This design comes from an exercise in tuning for small area and a short achievable clock period on the open sky130 flow, not from production work. The RTL was checked by simulation tests, not by an equivalence proof against the original design. No activity file was given, so power comes from the tool's default toggle rates.

== build 21 ==
## ex_unit
module ex_unit #(
    parameter WORD_SIZE = 32,
    NUM_REGS = 32,
    REG_SEL = $clog2(NUM_REGS),
    NUM_WORDS = 1024,
    ADDR_SIZE = $clog2(NUM_WORDS)
    )(
    input clk,
    input rst,
    input flush_idex,
    input stall_idex,
    input flush_exmem,
    input stall_exmem,
    input [ADDR_SIZE - 1 : 0] pc,
    input [WORD_SIZE - 1 : 0] immd,
    input [WORD_SIZE - 1 : 0] data1,
    input [WORD_SIZE - 1 : 0] data2,
    input [3:0] alu_op,
    input [REG_SEL - 1 : 0] rd,
    input [REG_SEL - 1 : 0] rs1,
    input [REG_SEL - 1 : 0] rs2,
    input mem_read,
    input mem_write,
    input mem_to_reg,
    input reg_write,
    input alu_src,
    input branch,
    input jump,
    input [1:0] data_size,
    input data_sign,
    input [WORD_SIZE - 1 : 0] wb_data,
    input [REG_SEL - 1 : 0] wb_rd,
    input wb_reg_write,
    output reg [ADDR_SIZE - 1 : 0] pc_mem,
    output reg [ADDR_SIZE - 1 : 0] branch_target_mem,
    output reg [WORD_SIZE - 1 : 0] alu_result_mem,
    output reg [REG_SEL - 1 : 0] rd_mem,
    output reg mem_read_mem,
    output reg mem_write_mem,
    output reg mem_to_reg_mem,
    output reg reg_write_mem,
    output reg alu_zero_mem,
    output reg branch_mem,
    output reg jump_mem,
    output reg [WORD_SIZE - 1 : 0] write_data_mem,
    output reg [1:0] data_size_mem,
    output reg data_sign_mem
    );
    reg bubble_ex;
    always @(posedge clk or posedge rst) begin
        if (rst)              bubble_ex <= 1'b1;
        else if (flush_idex)  bubble_ex <= 1'b1;
        else if (!stall_idex) bubble_ex <= 1'b0;
    end
    reg [ADDR_SIZE - 1 : 0] pc_ex;
    reg [WORD_SIZE - 1 : 0] immd_ex, data1_ex, data2_ex;
    reg [3:0] alu_op_ex;
    reg [REG_SEL - 1 : 0] rd_ex, rs1_ex, rs2_ex;
    reg mem_read_ex, mem_write_ex, mem_to_reg_ex, reg_write_ex;
    reg alu_src_ex, branch_ex, jump_ex;
    reg [1:0] data_size_ex;
    reg data_sign_ex;
    always @(posedge clk) begin
        if (!stall_idex) begin
            pc_ex <= pc;
            immd_ex <= immd;
            data1_ex <= data1;
            data2_ex <= data2;
            alu_op_ex <= alu_op;
            rd_ex <= rd;
            rs1_ex <= rs1;
            rs2_ex <= rs2;
  ...
Settings: LEC_CHECK=0, ABC_AREA=1, CAP_MARGIN=20, CORE_MARGIN=2, CORE_UTILIZATION=40, CTS_CLUSTER_DIAMETER=120, CTS_CLUSTER_SIZE=20, SETUP_SLACK_MARGIN=3.0, SLEW_MARGIN=20, TNS_END_PERCENT=0; clock period 7.5 ns.
standard.sh (not shown) runs the stock make flow with config.mk's settings and CLKGATE_MAP_FILE= SYNTH_SCRIPT=/design/flow/synth_recipe.tcl, a recipe that flattens the netlist after the stock synthesis.
==> flow/flow/run.sh <==
#!/bin/bash
# Standard layout, with plain buf_1 cells (not delay buffers) as the port buffers.
set -euo pipefail
export BUFFER_PORTS_ARGS="-buffer_cell sky130_fd_sc_hd__buf_1"
bash standard.sh > standard_flow.log 2>&1
Relative to build 21, the following input files were edited for build 78:
- CTS_CLUSTER_DIAMETER removed (was 120)
- TNS_END_PERCENT removed (was 0)
- SETUP_SLACK_MARGIN changed from 3.0 to 2.0
- CTS_CLUSTER_SIZE removed (was 20)
### Flow results
- Met1 track demand over resource in global routing: lower on build 78
- Final worst-path setup slack (lower): build 78
- Compared with build 21, build 78 ends up with a smaller final cell area.
- The global-route wire length before repair of build 78 was superior to that of build 21.
- Summary: with build 21 as the reference, final weighted congestion in routability-driven placement in build 78 moved down slightly.
- Per the comparison of build 78 with build 21, non-clock buffer contribution to total cell area saw a decrease, leakage power summed over all cells shrank by about 5.4%.
- The fraction of area in multi-input gates number comes out lower for build 78 vs build 21.
Input-level comparison between build 91 and build 78:
- CTS_CLUSTER_SIZE newly set to 20
- CTS_CLUSTER_DIAMETER newly set to 120
[summary]
Diff build 78 -> build 91: number of clock-tree buffers in the layout fell 29%; sequential share of cell area rose 0.84 points; leakage power total fell 0.00022 uW; final critical-path required period about even. Combinational fraction of design power (build 91 over build 78): increase, 4.9 points. As far as period utilization is concerned, build 91 and build 78 perform about the same. Worst hold slack (lower): build 78. Compared with build 78, in build 91 clock skew increased by 0.018 ns relative to the old numbers; relative area change from synthesis to final layout decreased by 2.7 points relative to the old numbers.

Setup of P:
ex_unit, a different RTL version from the one above (not shown whole).
Size in the first run: roughly 240 flip-flops, roughly 280 I/O pins.
==> flow/design.v (excerpt) <==
module ex_unit #(
    parameter WORD_SIZE = 32,
    NUM_REGS = 32,
    REG_SEL = $clog2(NUM_REGS),
    NUM_WORDS = 1024,
    ADDR_SIZE = $clog2(NUM_WORDS)
    )(
    input clk,
    input rst,
    input flush_idex,
    input stall_idex,
    input flush_exmem,
    input stall_exmem,
    input [ADDR_SIZE - 1 : 0] pc,
    input [WORD_SIZE - 1 : 0] immd,
    input [WORD_SIZE - 1 : 0] data1,
    input [WORD_SIZE - 1 : 0] data2,
    input [3:0] alu_op,
    input [REG_SEL - 1 : 0] rd,
    input [REG_SEL - 1 : 0] rs1,
    input [REG_SEL - 1 : 0] rs2,
    input mem_read,
    input mem_write,
    input mem_to_reg,
    input reg_write,
    input alu_src,
    input branch,
    input jump,
    input [1:0] data_size,
    input data_sign,
    input [WORD_SIZE - 1 : 0] wb_data,
    input [REG_SEL - 1 : 0] wb_rd,
    input wb_reg_write,
    output reg [ADDR_SIZE - 1 : 0] pc_mem,
    output reg [ADDR_SIZE - 1 : 0] branch_target_mem,
    output reg [WORD_SIZE - 1 : 0] alu_result_mem,
    output reg [REG_SEL - 1 : 0] rd_mem,
    output reg mem_read_mem,
    output reg mem_write_mem,
    output reg mem_to_reg_mem,
    output reg reg_write_mem,
    output reg alu_zero_mem,
    output reg branch_mem,
    output reg jump_mem,
    output reg [WORD_SIZE - 1 : 0] write_data_mem,
    output reg [1:0] data_size_mem,
    output reg data_sign_mem
    );
clock: 7.5 ns
lec_check: 0
abc_area: 1
cap_margin: 20
core_margin: 2
core_utilization: 40
cts_cluster_diameter: 120
cts_cluster_size: 20
setup_slack_margin: 2.8
slew_margin: 20
tns_end_percent: 0
Scripts as last shown in full above: flow/flow/run.sh
P: PASS, flow complete, no timing, DRC or antenna violations
The following lists how Q was set up differently from P:
Settings: changing CORE_UTILIZATION from 40 to 60.
[summary]
The final layout from Q, which completed every stage, passed the timing, design-rule and antenna checks at the end of the flow. Looking at share of the clock period used by the worst path after layout, Q sits above P. Row fraction of met2 tracks used by global routing: Q higher / P lower. Comparing P and Q, hold slack is lower on P. The critical path depth reported for Q is smaller than that of P by about 7%. Comparing P and Q, data arrival time of the critical path is lower on P. Lower post-DP HPWL was reported by Q, not P. Of P and Q, the run reporting the lower area added between synthesis and finish was Q. Of Q and P, it is Q that has the lower total power. Diff P -> Q: total die area shrank by 14000 sq um; clock skew held steady.
[inputs] R vs Q
Settings: SETUP_SLACK_MARGIN: 2.8 -> 3.0; CORE_UTILIZATION: 60 -> 40.
Findings:
| wire length the detailed router placed on met1 | R vs Q | 6600 um higher |. Re number of hold violations in the final report: no difference whatsoever between R and Q. The final reports for R and Q show global-route usage lower in the former.

port drivers added, routing unchanged:
Ports are ideal in the flow. The routed layouts listed here were re-timed in OpenROAD.
Step 1 assumes that a clkbuf_16 drives the clock port and a buf_2 every other input.
Step 2 moves the port delays by t, midway between the first and last clock arrival at a register: inputs arrive t later, outputs are due t later. That takes back most of the time a late clock gives input paths.
Slacks: no drivers / after step 1 / after step 2; pairs: no drivers / after step 1.
| run | t, ns | slack for setup (ns) | worst setup path at the end | slew at the worst register clock pin (ns) |
|---|---|---|---|---|
| build 21 | 0.589 | 2.903 / 2.899 / 2.310 | input to register | 0.10 / 0.10 |
| build 78 | 0.623 | 2.338 / 2.374 / 1.751 | input to register | 0.07 / 0.07 |
| build 91 | 0.585 | 2.335 / 2.360 / 1.784 | input to register | 0.10 / 0.10 |
| P | 0.582 | 2.930 / 2.955 / 2.374 | input to register | 0.10 / 0.10 |
| Q | 0.556 | 2.881 / 2.906 / 2.349 | input to register | 0.10 / 0.10 |
| R | 0.583 | 2.981 / 2.983 / 2.400 | input to register | 0.10 / 0.10 |
After both steps every run listed still meets setup and hold. The setup slack of build 21, which loses most, moves by -0.004 ns with the drivers and by -0.593 ns with both steps.
